What follows belongs to an exercise in optimizing a design on an open flow for small area; a production flow would make more cautious choices. Function was checked by simulation only, so behaviour that the tests miss may differ from the original.

Setup of JK:
## ddr2_ctrl_top
module ddr2_ctrl_top (
  input         clk,
  input         rst,
  input  [2:0]  af_cmd,
  input  [30:0] af_addr,
  input         af_empty,
  input         phy_init_done,
  output        ctrl_ref_flag,
  output        ctrl_af_rden,
  output        ctrl_wren,
  output        ctrl_rden,
  output [12:0] ctrl_addr,
  output [1:0]  ctrl_ba,
  output        ctrl_ras_n,
  output        ctrl_cas_n,
  output        ctrl_we_n,
  output [0:0]  ctrl_cs_n
);
  ddr2_ctrl u_ctrl (
    .clk           (clk),
    .rst           (rst),
    .af_cmd        (af_cmd),
    .af_addr       (af_addr),
    .af_empty      (af_empty),
    .phy_init_done (phy_init_done),
    .ctrl_ref_flag (ctrl_ref_flag),
    .ctrl_af_rden  (ctrl_af_rden),
    .ctrl_wren     (ctrl_wren),
    .ctrl_rden     (ctrl_rden),
    .ctrl_addr     (ctrl_addr),
    .ctrl_ba       (ctrl_ba),
    .ctrl_ras_n    (ctrl_ras_n),
    .ctrl_cas_n    (ctrl_cas_n),
    .ctrl_we_n     (ctrl_we_n),
    .ctrl_cs_n     (ctrl_cs_n)
  );
endmodule
For scale: ~440 cells after synthesis, about 61 I/O pins, ~0.0056 sq mm of cells after synthesis.
Settings: LEC_CHECK=0, CAP_MARGIN=0, CORE_MARGIN=2, CORE_UTILIZATION=70, GPL_TIMING_DRIVEN=0, PLACE_DENSITY=0.8, SLEW_MARGIN=0; clock period 5.0 ns.
standard.sh (not shown) runs the stock make flow with config.mk's settings and CLKGATE_MAP_FILE= SYNTH_SCRIPT=/design/flow/synth_recipe.tcl, a recipe that flattens the netlist after the stock synthesis.
==> flow/flow/run.sh <==
#!/bin/bash
# The standard ORFS layout (standard.sh) with these changes:
#  - after the standard synthesis, flow/restructure.tcl re-maps the
#    combinational logic for area (OpenROAD restructure -target area, with
#    the platform's don't-use cells taken out of the Liberty file it maps
#    to); the registers are kept as the standard synthesis made them;
#  - ports are buffered with buf_1 (BUFFER_PORTS_ARGS);
#  - CTS uses clkbuf_8 and inserts no dummy loads (CTS_ARGS).
# Each tool's output goes to a log file of its own here.
set -euo pipefail
export BUFFER_PORTS_ARGS="-buffer_cell sky130_fd_sc_hd__buf_1"
export REMOVE_ABC_BUFFERS=1
export CTS_ARGS="-sink_clustering_enable -repair_clock_nets -dont_use_dummy_load -buf_list sky130_fd_sc_hd__clkbuf_8"
R=orfs/results/sky130hd/ddr2_ctrl_top/base
LIB=$FLOW_HOME/platforms/sky130hd/lib/sky130_fd_sc_hd__tt_025C_1v80.lib

bash standard.sh synth > standard_synth.log 2>&1
cp $R/1_synth.odb $R/1_synth_std.odb
mkdir -p restructure_work
python3 flow/filter_lib.py $LIB restructure_work/abc.lib > filter_lib.log 2>&1
RS_LIB=$LIB RS_ABC_LIB=$PWD/restructure_work/abc.lib \
RS_IN=$R/1_synth_std.odb RS_SDC=$R/1_synth.sdc RS_OUT=$R/1_synth_rs.odb \
RS_WORK=$PWD/restructure_work \
  openroad -no_init -exit flow/restructure.tcl > restructure.log 2>&1
cp $R/1_synth_rs.odb $R/1_synth.odb
touch $R/1_synth.sdc

bash standard.sh > standard.log 2>&1
Other scripts of this flow, unchanged in this note and not shown: flow/flow/filter_lib.py, flow/flow/restructure.tcl
Edits applied to the flow inputs when going from JK to MS:
--- a/flow/design.v
+++ b/flow/design.v
@@ -47,27 +47,23 @@
     rst_r1 <= rst_r;
     cs_n_r <= rst_r1;
   end
   reg phy_init_done_r;
   always @(posedge clk)
     phy_init_done_r <= phy_init_done;
-  localparam [11:0] REF_S0 = 12'd2756;
-  localparam [11:0] REF_F  = 12'd708;
-  localparam [11:0] REF_H  = 12'd354;
   reg  [11:0] ref_cnt;
-  wire        ref_flag = (ref_cnt == REF_F);
-  wire        ref_hold = (ref_cnt == REF_H);
   wire [11:0] ref_nxt  = {ref_cnt[10:0],
-                          ~(ref_cnt[11] ^ ref_cnt[5] ^ ref_cnt[3] ^ ref_cnt[0]) ^ ref_flag};
+                          ~(ref_cnt[11] ^ ref_cnt[5] ^ ref_cnt[3] ^ ref_cnt[0])};
+  wire        ref_flag = (ref_cnt == 12'd1968);
+  wire        ref_near = (ref_cnt == 12'd2540) | (ref_cnt == 12'd984);
   always @(posedge clk) begin
-    if (rst_r1 & cs_n_r) begin
-      if (ref_hold)
-        ref_cnt <= ref_nxt;
-      else
-        ref_cnt <= REF_S0;
-    end else
+    if (rst_r1 & ~ref_near)
+      ref_cnt <= 12'd0;
+    else if (~rst_r1 & ref_flag)
+      ref_cnt <= 12'd1;
+    else
       ref_cnt <= ref_nxt;
   end
   reg auto_ref_r;
   always @(posedge clk) begin
     if (rst_r1)
       auto_ref_r <= 1'b0;
- Looking at the reports, JK completed the entire flow and the layout it produced met the timing, design-rule and antenna checks.
- MS ended with every stage complete and zero timing, DRC or antenna violations.
- Minimum period implied by the final worst setup slack delta (MS − JK): favourable
- MS vs. JK: period utilization now sits lower, worst setup margin rose by 82 ps.
- On final area, JK and MS are basically level.
- MS ended up with a lower non-clock buffer count than JK did.
- Compared with JK, in MS met3 layer wire length in the routed design rose 220 microns; pin count of the biggest net entering global routing about even; via count of the first global-routing pass rose about 2.6%.

what the ideal ports hide:
No port has a modelled driver above. Below, the same layouts with a new extraction and two added sets of constraints.
Step 1 sets driving cells, clkbuf_16 on the clock port and buf_2 on the other inputs (assumed; they add their load-dependent delay and slew).
Step 2 adds t to the input delays and takes it off the output delays; t is the mean of the earliest and latest rising clock arrival at the registers after step 1. Input paths then give back, and output paths get back, about the clock's delay inside the block.
a / b / c = ideal / step 1 / step 2; a / b = the first two.
| run | t (ns) | setup WS [ns] | worst setup path after step 2 | cell pins on the clock port's net |
|---|---|---|---|---|
| JK | 0.466 | 0.488 / 0.456 / 0.922 | register to output | 1 |
| MS | 0.456 | 0.570 / 0.534 / 0.888 | register to register | 1 |
After both steps setup and hold are still met in every run listed.
